From an optimization exercise on the open Yosys and OpenROAD flow, aimed at small area and a short achievable clock period; shortcuts taken in it are not production practice. Where RTL was checked, it was by simulation tests only, not by an equivalence proof against the original. No activity file was given, so power comes from the tool's default toggle rates.

Design arm_exe, start of the top module:
module arm_exe (
    input             clk,
    input             rst,
    input      [31:0] PC,
    input             MEM_R_EN,
    input             MEM_W_EN,
    input      [3:0]  EXE_CMD,
    input             I,
    input      [31:0] Val_RN,
    input      [31:0] Val_RM,
    input      [11:0] imm,
    input      [11:0] shift_operand,
    input      [23:0] signed_immed_24,
    input      [3:0]  status,
    output reg [31:0] BranchAddr,
    output reg [3:0]  status_out,
    output reg [31:0] ALU_out
);
For scale: ~1,400 cells after synthesis, about 67 flip-flops, about 230 I/O pins, about 0.0089 mm2 of cells after synthesis.
==> flow/config.mk <==
export PLATFORM = sky130hd
export DESIGN_NAME = arm_exe
export DESIGN_NICKNAME = arm_exe
export VERILOG_FILES = /design/flow/design.v
export SDC_FILE = /design/flow/constraint.sdc
export NUM_CORES = 4
export LEC_CHECK = 0
export ABC_AREA = 1
export CAP_MARGIN = 20
export CORE_MARGIN = 2
export CORE_UTILIZATION = 40
export PLACE_DENSITY = 0.6
export SETUP_SLACK_MARGIN = 3.8
export SLEW_MARGIN = 20
==> flow/constraint.sdc <==
create_clock -name core_clock -period 10.0 [get_ports {clk}]
set_input_delay 2.0000 -clock core_clock [delete_from_list [all_inputs] [get_ports {clk}]]
set_output_delay 2.0000 -clock core_clock [all_outputs]
set_load 0.01 [all_outputs]
standard.sh (not shown) runs the stock make flow with config.mk's settings and CLKGATE_MAP_FILE= SYNTH_SCRIPT=/design/flow/synth_recipe.tcl, a recipe that flattens the netlist after the stock synthesis.
==> flow/flow/run.sh <==
#!/bin/bash
# Own layout flow: the standard ORFS flow (standard.sh) with these changes:
#  - synthesis maps with the ABC script in flow/abc.script (map with a
#    3.5 ns delay target and area recovery, in place of ORFS's own scripts),
#  - the port buffers that global placement inserts are buf_1 cells,
#  - clock tree synthesis uses small buffers and no dummy loads.
# Everything else (synthesis script, floorplan, power grid, tap cells,
# placement, CTS, routing) is the standard flow. Each tool's output goes
# to the ORFS logs under orfs/logs; make's own output to flow_make.log.
set -euo pipefail
W=$(pwd)
rm -rf "$W/own_scripts"
cp -r "$FLOW_HOME/scripts" "$W/own_scripts"
cp "$W/flow/abc.script" "$W/own_scripts/abc_area.script"
export SCRIPTS_DIR="$W/own_scripts"
export BUFFER_PORTS_ARGS="-buffer_cell sky130_fd_sc_hd__buf_1"
# clock tree of clkbuf_4 and clkbuf_8 cells, and
# no dummy loads
export CTS_ARGS="-sink_clustering_enable -repair_clock_nets -buf_list \"sky130_fd_sc_hd__clkbuf_4 sky130_fd_sc_hd__clkbuf_8\" -dont_use_dummy_load"
bash "$W/standard.sh" > "$W/flow_make.log" 2>&1
==> flow/flow/abc.script <==
strash
dch
map -D 3500
buffer -c
upsize -c
dnsize -c
Then changed:
==> flow/flow/run.sh (replaced) <==
#!/bin/bash
# Own layout flow: the standard ORFS flow (standard.sh) with two changes:
#  - synthesis maps with the ABC script in flow/abc.script (an area-oriented
#    mapping; OpenROAD's repair steps buffer and size the netlist later),
#  - the port buffers that global placement inserts are buf_1 cells.
# Everything else (synthesis script, floorplan, power grid, tap cells,
# placement, CTS, routing) is the standard flow. Each tool's output goes
# to the ORFS logs under orfs/logs; make's own output to flow_make.log.
set -euo pipefail
W=$(pwd)
rm -rf "$W/own_scripts"
cp -r "$FLOW_HOME/scripts" "$W/own_scripts"
cp "$W/flow/abc.script" "$W/own_scripts/abc_area.script"
export SCRIPTS_DIR="$W/own_scripts"
export BUFFER_PORTS_ARGS="-buffer_cell sky130_fd_sc_hd__buf_1"
bash "$W/standard.sh" > "$W/flow_make.log" 2>&1
==> flow/flow/abc.script (replaced) <==
strash
dch
map -D 3000
buffer -c
upsize -c
dnsize -c
--- a/flow/config.mk
+++ b/flow/config.mk
@@ -10,5 +10,6 @@
 export CORE_MARGIN = 2
 export CORE_UTILIZATION = 40
+export CTS_BUF_LIST = sky130_fd_sc_hd__clkbuf_4 sky130_fd_sc_hd__clkbuf_8
 export PLACE_DENSITY = 0.6
-export SETUP_SLACK_MARGIN = 3.8
+export SETUP_SLACK_MARGIN = 3.6
 export SLEW_MARGIN = 20
After rerunning: Clock-buffer cell count stays the same. Synthesized area rose by a few percent. Worst hold slack loses 0.024 ns. Combinational power fell slightly. Non-clock buffer count fell by 2. Cell count rose slightly.

* * *

run A:
Another version of the RTL of arm_exe (not shown whole).
Size in the first run: about 900 cells after synthesis, roughly 67 flip-flops, ~230 I/O pins, roughly 7800 um2 of cells after synthesis.
Settings: LEC_CHECK=0, ABC_AREA=1, CAP_MARGIN=20, CORE_MARGIN=2, CORE_UTILIZATION=40, PLACE_DENSITY=0.6, SLEW_MARGIN=20; clock period 10.0 ns.
==> flow/flow/run.sh <==
#!/bin/bash
# Own layout flow: the standard ORFS flow (standard.sh) with two changes:
#  - synthesis maps with the ABC script in flow/abc.script (an area-oriented
#    mapping; OpenROAD's repair steps buffer and size the netlist later),
#  - the port buffers that global placement inserts are buf_1 cells.
# Everything else (synthesis script, floorplan, power grid, tap cells,
# placement, CTS, routing) is the standard flow. Each tool's output goes
# to the ORFS logs under orfs/logs; make's own output to flow_make.log.
set -euo pipefail
W=$(pwd)
rm -rf "$W/own_scripts"
cp -r "$FLOW_HOME/scripts" "$W/own_scripts"
cp "$W/flow/abc.script" "$W/own_scripts/abc_area.script"
export SCRIPTS_DIR="$W/own_scripts"
export BUFFER_PORTS_ARGS="-buffer_cell sky130_fd_sc_hd__buf_1"
bash "$W/standard.sh" > "$W/flow_make.log" 2>&1
==> flow/flow/abc.script <==
strash
&get -n
&fraig -x
&put
scorr
dc2
dretime
strash
&get -n
&dch -f
&nf
&put
Run A: PASS, flow complete, no timing, DRC or antenna violations
--- input diff run A..run B ---
==> flow/flow/abc.script <==
strash
&get -n
&dch -f
&nf
&put
buffer -c
upsize -c
dnsize -c
-- flow/config.mk --
<<< run A, line 10
export CORE_MARGIN = 2
export CORE_UTILIZATION = 40
export PLACE_DENSITY = 0.6
export SLEW_MARGIN = 20
>>> run B, line 10
export CORE_MARGIN = 2
export CORE_UTILIZATION = 40
export CTS_BUF_LIST = sky130_fd_sc_hd__clkbuf_4 sky130_fd_sc_hd__clkbuf_8
export PLACE_DENSITY = 0.6
export SETUP_SLACK_MARGIN = 3
export SLEW_MARGIN = 20
## What came out
- Combinational group share of total power, run A and run B: lower on run A
- Detailed route, run B vs run A: via total lower for run B
- Clock transition at the registers of the reported paths: run B vs run A up 20 ps
- Comparing multi-input gate count for run A and run B, the bigger number came from run B.
- Run B ends up with lower number of buffers and inverters on the critical path than run A does.
- Delta (run B minus run A): post-layout net count fell by 79, ratio of total power to cell area fell by about 9%, proportion of cell area occupied by registers stayed essentially flat.
Input changes introduced in run C (baseline for comparison: run B):
==> flow/flow/abc.script <==
strash
dch
map -D 3000
buffer -c
upsize -c
dnsize -c
==> run summary <==
Run C against run B: flip-flop and latch share of the layout cell area went up 0.27 points, area of the mapped netlist went down 0.87%, clock network fraction of design power went down 0.2 points, via count went up about 17%, post-route cell area went down about 1.6%. The die area of run C falls short of that of run B by 200 um2.
diff inputs: run C => run D
==> flow/flow/abc.script <==
strash
&get -n
&dch -f
&nf
&put
buffer -c
upsize -c
dnsize -c
-- flow/config.mk --
<<< run C, line 10
export CORE_MARGIN = 2
export CORE_UTILIZATION = 40
export CTS_BUF_LIST = sky130_fd_sc_hd__clkbuf_4 sky130_fd_sc_hd__clkbuf_8
export PLACE_DENSITY = 0.6
export SETUP_SLACK_MARGIN = 3
export SLEW_MARGIN = 20
>>> run D, line 10
export CORE_MARGIN = 2
export CORE_UTILIZATION = 40
export PLACE_DENSITY = 0.6
export SLEW_MARGIN = 20
Notes after the runs:
- Compared with run C, run D shows a lower flip-flop and latch share of the layout cell area.
- Run D ends up with lower routed wire length than run C does.
- The first-pass GRT wire length of run D falls short of that of run C by 5300 um.
- Per the comparison of run D with run C, count of clock-buffer cells in the layout rose by 1; critical path depth saw a decrease.
Here is what was changed in the inputs of run E compared with run D.
==> flow/flow/abc.script <==
strash
&get -n
&dch
&nf
&put
Notes after the runs:
Taking run D as the reference, in run E area added between synthesis and finish +6.2 points; time the worst path needs with I/O delays and setup +1060 ps; cell area after synthesis -6.9%.
Compared run D against run E; worst hold slack within noise.
Total power of the final layout: run E < run D
[compare] base=run D new=run E: share of synthesized cell area in full adder, half adder and majority cells went up by 0.32 points; register fraction of the total cell area went up by 0.29 points; average routed wire per standard cell went up by 4.3%.
The inputs of run F differ from those of run E as listed below.
==> flow/flow/abc.script <==
strash
&get -n
&dch -f
&nf
&put
buffer -c
upsize -c
dnsize -c
-- flow/config.mk --
<<< run E, line 11
export CORE_UTILIZATION = 40
export PLACE_DENSITY = 0.6
export SLEW_MARGIN = 20
>>> run F, line 11
export CORE_UTILIZATION = 40
export PLACE_DENSITY = 0.6
export SETUP_SLACK_MARGIN = 4.5
export SLEW_MARGIN = 20
==> comparison <==
[run F vs run E] final estimated routing congestion in global placement: lower in run F
A origin of the worst setup path of I is what run E shows, while MEM_R_EN belongs to run F.
When run F is measured against run E, its worst slack on hold paths turns out 4.0 ps higher.
On row count, the lower figure sits with run E, not run F.
Final standard cell count with taps included and fillers excluded for run F: about 9% up relative to run E
Taking run E as the reference, in run F global-route wire length before repair now larger, number of signal-net inverters in the final layout now sits lower, synthesized cell count grew by 7.5%.
Against run E, overall power in run F rose by more than 10%.
Function was not checked in any run of this note: the RTL went through the layout flow alone.

* * *

RTL: one of the versions met above, not the one the previous note started from.
Size: roughly 230 I/O pins, roughly 0.0082 mm^2 of cells after synthesis.
// arm_exe
module arm_exe (
    input             clk,
    input             rst,
    input      [31:0] PC,
    input             MEM_R_EN,
    input             MEM_W_EN,
    input      [3:0]  EXE_CMD,
    input             I,
    input      [31:0] Val_RN,
    input      [31:0] Val_RM,
    input      [11:0] imm,
    input      [11:0] shift_operand,
    input      [23:0] signed_immed_24,
    input      [3:0]  status,
    output reg [31:0] BranchAddr,
    output reg [3:0]  status_out,
    output reg [31:0] ALU_out
);
wire [31:0] branch_w, alu_w;
wire [3:0]  status_w;
EXE_stage exe (
    .PC(PC), .MEM_R_EN(MEM_R_EN), .MEM_W_EN(MEM_W_EN), .EXE_CMD(EXE_CMD),
    .S(1'b0), .I(I), .Val_RN(Val_RN), .Val_RM(Val_RM), .imm(imm),
    .shift_operand(shift_operand), .signed_immed_24(signed_immed_24),
    .status(status), .BranchAddr(branch_w), .status_out(status_w),
    .ALU_out(alu_w)
);
always @(posedge clk or posedge rst) begin
    if (rst) begin
        BranchAddr <= 32'b0;
        status_out <= 4'b0;
        ALU_out    <= 32'b0;
    end else begin
        BranchAddr <= branch_w;
        status_out <= status_w;
        ALU_out    <= alu_w;
    end
end
endmodule
clock: 10.0 ns
lec_check: 0
abc_area: 1
cap_margin: 20
core_margin: 2
core_utilization: 40
cts_buf_list: sky130_fd_sc_hd__clkbuf_4 sky130_fd_sc_hd__clkbuf_8
place_density: 0.6
setup_slack_margin: 3.6
slew_margin: 20
==> flow/flow/abc.script <==
strash
dch
map -D 4000
Scripts as last shown in full above: flow/flow/run.sh
Then changed:
==> flow/flow/abc.script (replaced) <==
strash
dch
map -D 4000
buffer -c
upsize -c
dnsize -c
--- a/flow/config.mk
+++ b/flow/config.mk
@@ -10,5 +10,5 @@
 export CORE_MARGIN = 2
-export CORE_UTILIZATION = 40
+export CORE_UTILIZATION = 60
 export CTS_BUF_LIST = sky130_fd_sc_hd__clkbuf_4 sky130_fd_sc_hd__clkbuf_8
-export PLACE_DENSITY = 0.6
+export PLACE_DENSITY = 0.8
 export SETUP_SLACK_MARGIN = 3.6
The new run ran to the end with no violations.
Combinational power went down by about 3%.
Maximum frequency fell by 0.81%.
Area after synthesis went up by 8.5%.
Utilization rises by 18 points.
Via count climbs by 2.2%.
Cell count is lower by 5.2%.
Total power shrinks by 4.1%.
Then changed:
--- a/flow/flow/run.sh
+++ b/flow/flow/run.sh
@@ -1,6 +1,7 @@
 #!/bin/bash
-# Own layout flow: the standard ORFS flow (standard.sh) with two changes:
+# Own layout flow: the standard ORFS flow (standard.sh) with these changes:
 #  - synthesis maps with the ABC script in flow/abc.script (an area-oriented
 #    mapping; OpenROAD's repair steps buffer and size the netlist later),
-#  - the port buffers that global placement inserts are buf_1 cells.
+#  - the port buffers that global placement inserts are buf_1 cells,
+#  - clock tree synthesis uses small buffers and no dummy loads.
 # Everything else (synthesis script, floorplan, power grid, tap cells,
@@ -15,2 +16,5 @@
 export BUFFER_PORTS_ARGS="-buffer_cell sky130_fd_sc_hd__buf_1"
+# clock tree of clkbuf_4 and clkbuf_8 cells, and
+# no dummy loads
+export CTS_ARGS="-sink_clustering_enable -repair_clock_nets -buf_list \"sky130_fd_sc_hd__clkbuf_4 sky130_fd_sc_hd__clkbuf_8\" -dont_use_dummy_load"
 bash "$W/standard.sh" > "$W/flow_make.log" 2>&1
--- a/flow/config.mk
+++ b/flow/config.mk
@@ -10,5 +10,4 @@
 export CORE_MARGIN = 2
-export CORE_UTILIZATION = 60
-export CTS_BUF_LIST = sky130_fd_sc_hd__clkbuf_4 sky130_fd_sc_hd__clkbuf_8
-export PLACE_DENSITY = 0.8
+export CORE_UTILIZATION = 40
+export PLACE_DENSITY = 0.6
 export SETUP_SLACK_MARGIN = 3.6
What happened: Global-route usage decreases by 9.9 points; count of clock-buffer cells in the layout is unchanged; sequential power stays flat; cell count came out higher by a few percent; area after synthesis stays the same; die area rose by well over a third; total power goes down slightly; final area stays flat; core utilization is lower by 23 points; critical path depth climbs by 1.

* * *

arm_exe again, from the RTL that the note above started with.
export LEC_CHECK = 0
export ABC_AREA = 1
export CAP_MARGIN = 20
export CORE_MARGIN = 2
export CORE_UTILIZATION = 40
export PLACE_DENSITY = 0.6
export SETUP_SLACK_MARGIN = 3.6
export SLEW_MARGIN = 20
create_clock -name core_clock -period 10.0 [get_ports {clk}]
==> flow/flow/run.sh <==
#!/bin/bash
# Own layout flow: the standard ORFS flow (standard.sh) with these changes:
#  - synthesis maps with the ABC script in flow/abc.script (map with a
#    3.5 ns delay target and area recovery, in place of ORFS's own scripts),
#  - the port buffers that global placement inserts are buf_1 cells,
#  - clock tree synthesis uses small buffers and no dummy loads.
# Everything else (synthesis script, floorplan, power grid, tap cells,
# placement, CTS, routing) is the standard flow. Each tool's output goes
# to the ORFS logs under orfs/logs; make's own output to flow_make.log.
set -euo pipefail
W=$(pwd)
rm -rf "$W/own_scripts"
cp -r "$FLOW_HOME/scripts" "$W/own_scripts"
cp "$W/flow/abc.script" "$W/own_scripts/abc_area.script"
export SCRIPTS_DIR="$W/own_scripts"
export BUFFER_PORTS_ARGS="-buffer_cell sky130_fd_sc_hd__buf_1"
# clock tree of clkbuf_4 and clkbuf_8 cells, and
# no dummy loads
export CTS_ARGS="-sink_clustering_enable -repair_clock_nets -buf_list \"sky130_fd_sc_hd__clkbuf_4 sky130_fd_sc_hd__clkbuf_8\" -dont_use_dummy_load"
bash "$W/standard.sh" > "$W/flow_make.log" 2>&1
==> flow/flow/abc.script <==
strash
dch
map -D 3000
buffer -c
upsize -c
dnsize -c
Next try:
==> flow/flow/run.sh (replaced) <==
#!/bin/bash
# Own layout flow: the standard ORFS flow (standard.sh) with two changes:
#  - synthesis maps with the ABC script in flow/abc.script (an area-oriented
#    mapping; OpenROAD's repair steps buffer and size the netlist later),
#  - the port buffers that global placement inserts are buf_1 cells.
# Everything else (synthesis script, floorplan, power grid, tap cells,
# placement, CTS, routing) is the standard flow. Each tool's output goes
# to the ORFS logs under orfs/logs; make's own output to flow_make.log.
set -euo pipefail
W=$(pwd)
rm -rf "$W/own_scripts"
cp -r "$FLOW_HOME/scripts" "$W/own_scripts"
cp "$W/flow/abc.script" "$W/own_scripts/abc_area.script"
export SCRIPTS_DIR="$W/own_scripts"
export BUFFER_PORTS_ARGS="-buffer_cell sky130_fd_sc_hd__buf_1"
bash "$W/standard.sh" > "$W/flow_make.log" 2>&1
==> flow/flow/abc.script (replaced) <==
strash
dch
map -D 4000
buffer -c
upsize -c
dnsize -c
CTS_BUF_LIST = sky130_fd_sc_hd__clkbuf_4 sky130_fd_sc_hd__clkbuf_8   (was default)
Flip-flop and latch count is unchanged.
Sequential power hardly moves.
Maximum frequency is lower by 1.5%.
Total power climbs by 9.4%.
Via count drops by 1.3%.
Area after synthesis went down by 2.0%.
Global-route usage is lower by 0.53 points.
Combinational power barely changes.
Non-clock buffer count falls by 5.
Critical path depth increases by 10.
First-iteration DRC count came out higher by 21%.
Next try:
--- a/flow/flow/run.sh
+++ b/flow/flow/run.sh
@@ -1,6 +1,7 @@
 #!/bin/bash
-# Own layout flow: the standard ORFS flow (standard.sh) with two changes:
+# Own layout flow: the standard ORFS flow (standard.sh) with these changes:
 #  - synthesis maps with the ABC script in flow/abc.script (an area-oriented
 #    mapping; OpenROAD's repair steps buffer and size the netlist later),
-#  - the port buffers that global placement inserts are buf_1 cells.
+#  - the port buffers that global placement inserts are buf_1 cells,
+#  - clock tree synthesis uses small buffers and no dummy loads.
 # Everything else (synthesis script, floorplan, power grid, tap cells,
@@ -15,2 +16,5 @@
 export BUFFER_PORTS_ARGS="-buffer_cell sky130_fd_sc_hd__buf_1"
+# clock tree of clkbuf_4 cells, at most 10 flip-flops per leaf buffer, and
+# no dummy loads
+export CTS_ARGS="-sink_clustering_enable -repair_clock_nets -sink_clustering_size 10 -buf_list sky130_fd_sc_hd__clkbuf_4 -dont_use_dummy_load"
 bash "$W/standard.sh" > "$W/flow_make.log" 2>&1
CTS_BUF_LIST = default   (was sky130_fd_sc_hd__clkbuf_4 sky130_fd_sc_hd__clkbuf_8)
After rerunning: Area after synthesis stays the same; cell area decreases by 2.6%; count of clock-buffer cells in the layout goes down by 1; final cell count decreases by 0.42%; synthesized cell count does not change; wire length went down by 1.2%.
Next try:
--- a/flow/flow/run.sh
+++ b/flow/flow/run.sh
@@ -2,4 +2,4 @@
 # Own layout flow: the standard ORFS flow (standard.sh) with these changes:
-#  - synthesis maps with the ABC script in flow/abc.script (an area-oriented
-#    mapping; OpenROAD's repair steps buffer and size the netlist later),
+#  - synthesis maps with the ABC script in flow/abc.script (map with a
+#    3.5 ns delay target and area recovery, in place of ORFS's own scripts),
 #  - the port buffers that global placement inserts are buf_1 cells,
@@ -16,5 +16,5 @@
 export BUFFER_PORTS_ARGS="-buffer_cell sky130_fd_sc_hd__buf_1"
-# clock tree of clkbuf_4 cells, at most 10 flip-flops per leaf buffer, and
+# clock tree of clkbuf_4 and clkbuf_8 cells, and
 # no dummy loads
-export CTS_ARGS="-sink_clustering_enable -repair_clock_nets -sink_clustering_size 10 -buf_list sky130_fd_sc_hd__clkbuf_4 -dont_use_dummy_load"
+export CTS_ARGS="-sink_clustering_enable -repair_clock_nets -buf_list \"sky130_fd_sc_hd__clkbuf_4 sky130_fd_sc_hd__clkbuf_8\" -dont_use_dummy_load"
 bash "$W/standard.sh" > "$W/flow_make.log" 2>&1
==> flow/flow/abc.script (replaced) <==
strash
dch
map -D 3500
buffer -c
upsize -c
dnsize -c
CORE_UTILIZATION = 50   (was 40)
PLACE_DENSITY = 0.7   (was 0.6)
Result:
- first-iteration DRC count went down by 9.2%
- global-route usage rises by 5.6 points
- sequential share of layout area is about the same
- via count climbs by 0.91%
- wire length is lower by 2.5%
- die area drops by 20%
- total power went up by 4.4%
- non-clock buffer count increases by 6
Next try:
--- a/flow/flow/run.sh
+++ b/flow/flow/run.sh
@@ -2,4 +2,4 @@
 # Own layout flow: the standard ORFS flow (standard.sh) with these changes:
-#  - synthesis maps with the ABC script in flow/abc.script (map with a
-#    3.5 ns delay target and area recovery, in place of ORFS's own scripts),
+#  - synthesis maps with the ABC script in flow/abc.script (an area-oriented
+#    mapping; OpenROAD's repair steps buffer and size the netlist later),
 #  - the port buffers that global placement inserts are buf_1 cells,
==> flow/flow/abc.script (replaced) <==
strash
dch
map -D 4000
buffer -c
upsize -c
dnsize -c
CORE_UTILIZATION = 40   (was 50)
GPL_TIMING_DRIVEN = 0   (was default)
PLACE_DENSITY = 0.6   (was 0.7)
=>
- The changed run finished clean
- global-route usage came out lower by 2.4 points
- sequential share of layout area came out lower by 0.40 points
- sequential power barely changes
Next try:
--- a/flow/flow/run.sh
+++ b/flow/flow/run.sh
@@ -2,4 +2,4 @@
 # Own layout flow: the standard ORFS flow (standard.sh) with these changes:
-#  - synthesis maps with the ABC script in flow/abc.script (an area-oriented
-#    mapping; OpenROAD's repair steps buffer and size the netlist later),
+#  - synthesis maps with the ABC script in flow/abc.script (map with a
+#    3.5 ns delay target and area recovery, in place of ORFS's own scripts),
 #  - the port buffers that global placement inserts are buf_1 cells,
==> flow/flow/abc.script (replaced) <==
strash
dch
map -D 3500
buffer -c
upsize -c
dnsize -c
CORE_UTILIZATION = 50   (was 40)
GPL_TIMING_DRIVEN = default   (was 0)
PLACE_DENSITY = 0.7   (was 0.6)
SETUP_SLACK_MARGIN = 3.8   (was 3.6)
After rerunning: The new run ran to the end with no violations. Critical path depth fell by 5. Worst hold slack improves by 130 ps. Fmax rose by a few percent. Final area fell slightly. Sequential cell count stays the same. Non-clock buffer count fell by 45. Total power fell slightly. Routed wire length fell by roughly a tenth.

-- what the ideal ports hide --
No port has a modelled driver above. Below, the same layouts with a new extraction and two added sets of constraints.
Step 1 assumes that a clkbuf_16 drives the clock port and a buf_2 every other input.
Step 2 times the ports against the registers' clock, not the clock port: input delays grow and output delays shrink by t, the midpoint of the rising clock arrivals with the driver on.
Three values: ideal, step 1, step 2; two values: the first two.
run | t (ns) | slack for setup (ns) | slew at the worst register clock pin (ns) | worst data-port slew with drivers (ns)
the first run of note 1 | 0.396 | 4.146 / 4.163 / 3.766 | 0.09 / 0.09 | 0.08
the second run of note 1 | 0.393 | 3.925 / 3.941 / 3.548 | 0.09 / 0.09 | 0.08
run A | 0.358 | 0.390 / 0.413 / 0.054 | 0.06 / 0.06 | 0.07
run B | 0.370 | 3.320 / 3.332 / 2.962 | 0.09 / 0.09 | 0.08
run C | 0.413 | 3.389 / 3.410 / 2.997 | 0.11 / 0.11 | 0.07
run D | 0.364 | 2.643 / 2.664 / 2.300 | 0.06 / 0.06 | 0.07
run E | 0.378 | 1.588 / 1.612 / 1.234 | 0.06 / 0.06 | 0.08
run F | 0.364 | 3.895 / 3.856 / 3.492 | 0.06 / 0.06 | 0.13
the first run of note 3 | 0.399 | 3.899 / 3.918 / 3.519 | 0.09 / 0.09 | 0.08
the second run of note 3 | 0.406 | 3.850 / 3.871 / 3.464 | 0.08 / 0.08 | 0.08
the third run of note 3 | 0.394 | 3.821 / 3.838 / 3.444 | 0.08 / 0.08 | 0.07
the first run of note 4 | 0.391 | 3.926 / 3.944 / 3.553 | 0.09 / 0.09 | 0.08
the second run of note 4 | 0.399 | 3.837 / 3.856 / 3.457 | 0.08 / 0.08 | 0.07
the third run of note 4 | 0.473 | 3.895 / 3.916 / 3.443 | 0.12 / 0.12 | 0.07
the fourth run of note 4 | 0.403 | 3.949 / 3.962 / 3.559 | 0.10 / 0.10 | 0.07
the fifth run of note 4 | 0.400 | 3.956 / 3.974 / 3.574 | 0.08 / 0.08 | 0.06
the sixth run of note 4 | 0.404 | 4.092 / 4.104 / 3.700 | 0.10 / 0.10 | 0.07
After both steps setup and hold are still met in every run listed. For the third run of note 4, which loses most, drivers alone change the setup slack by +0.021 ns; drivers and shift together by -0.452 ns.
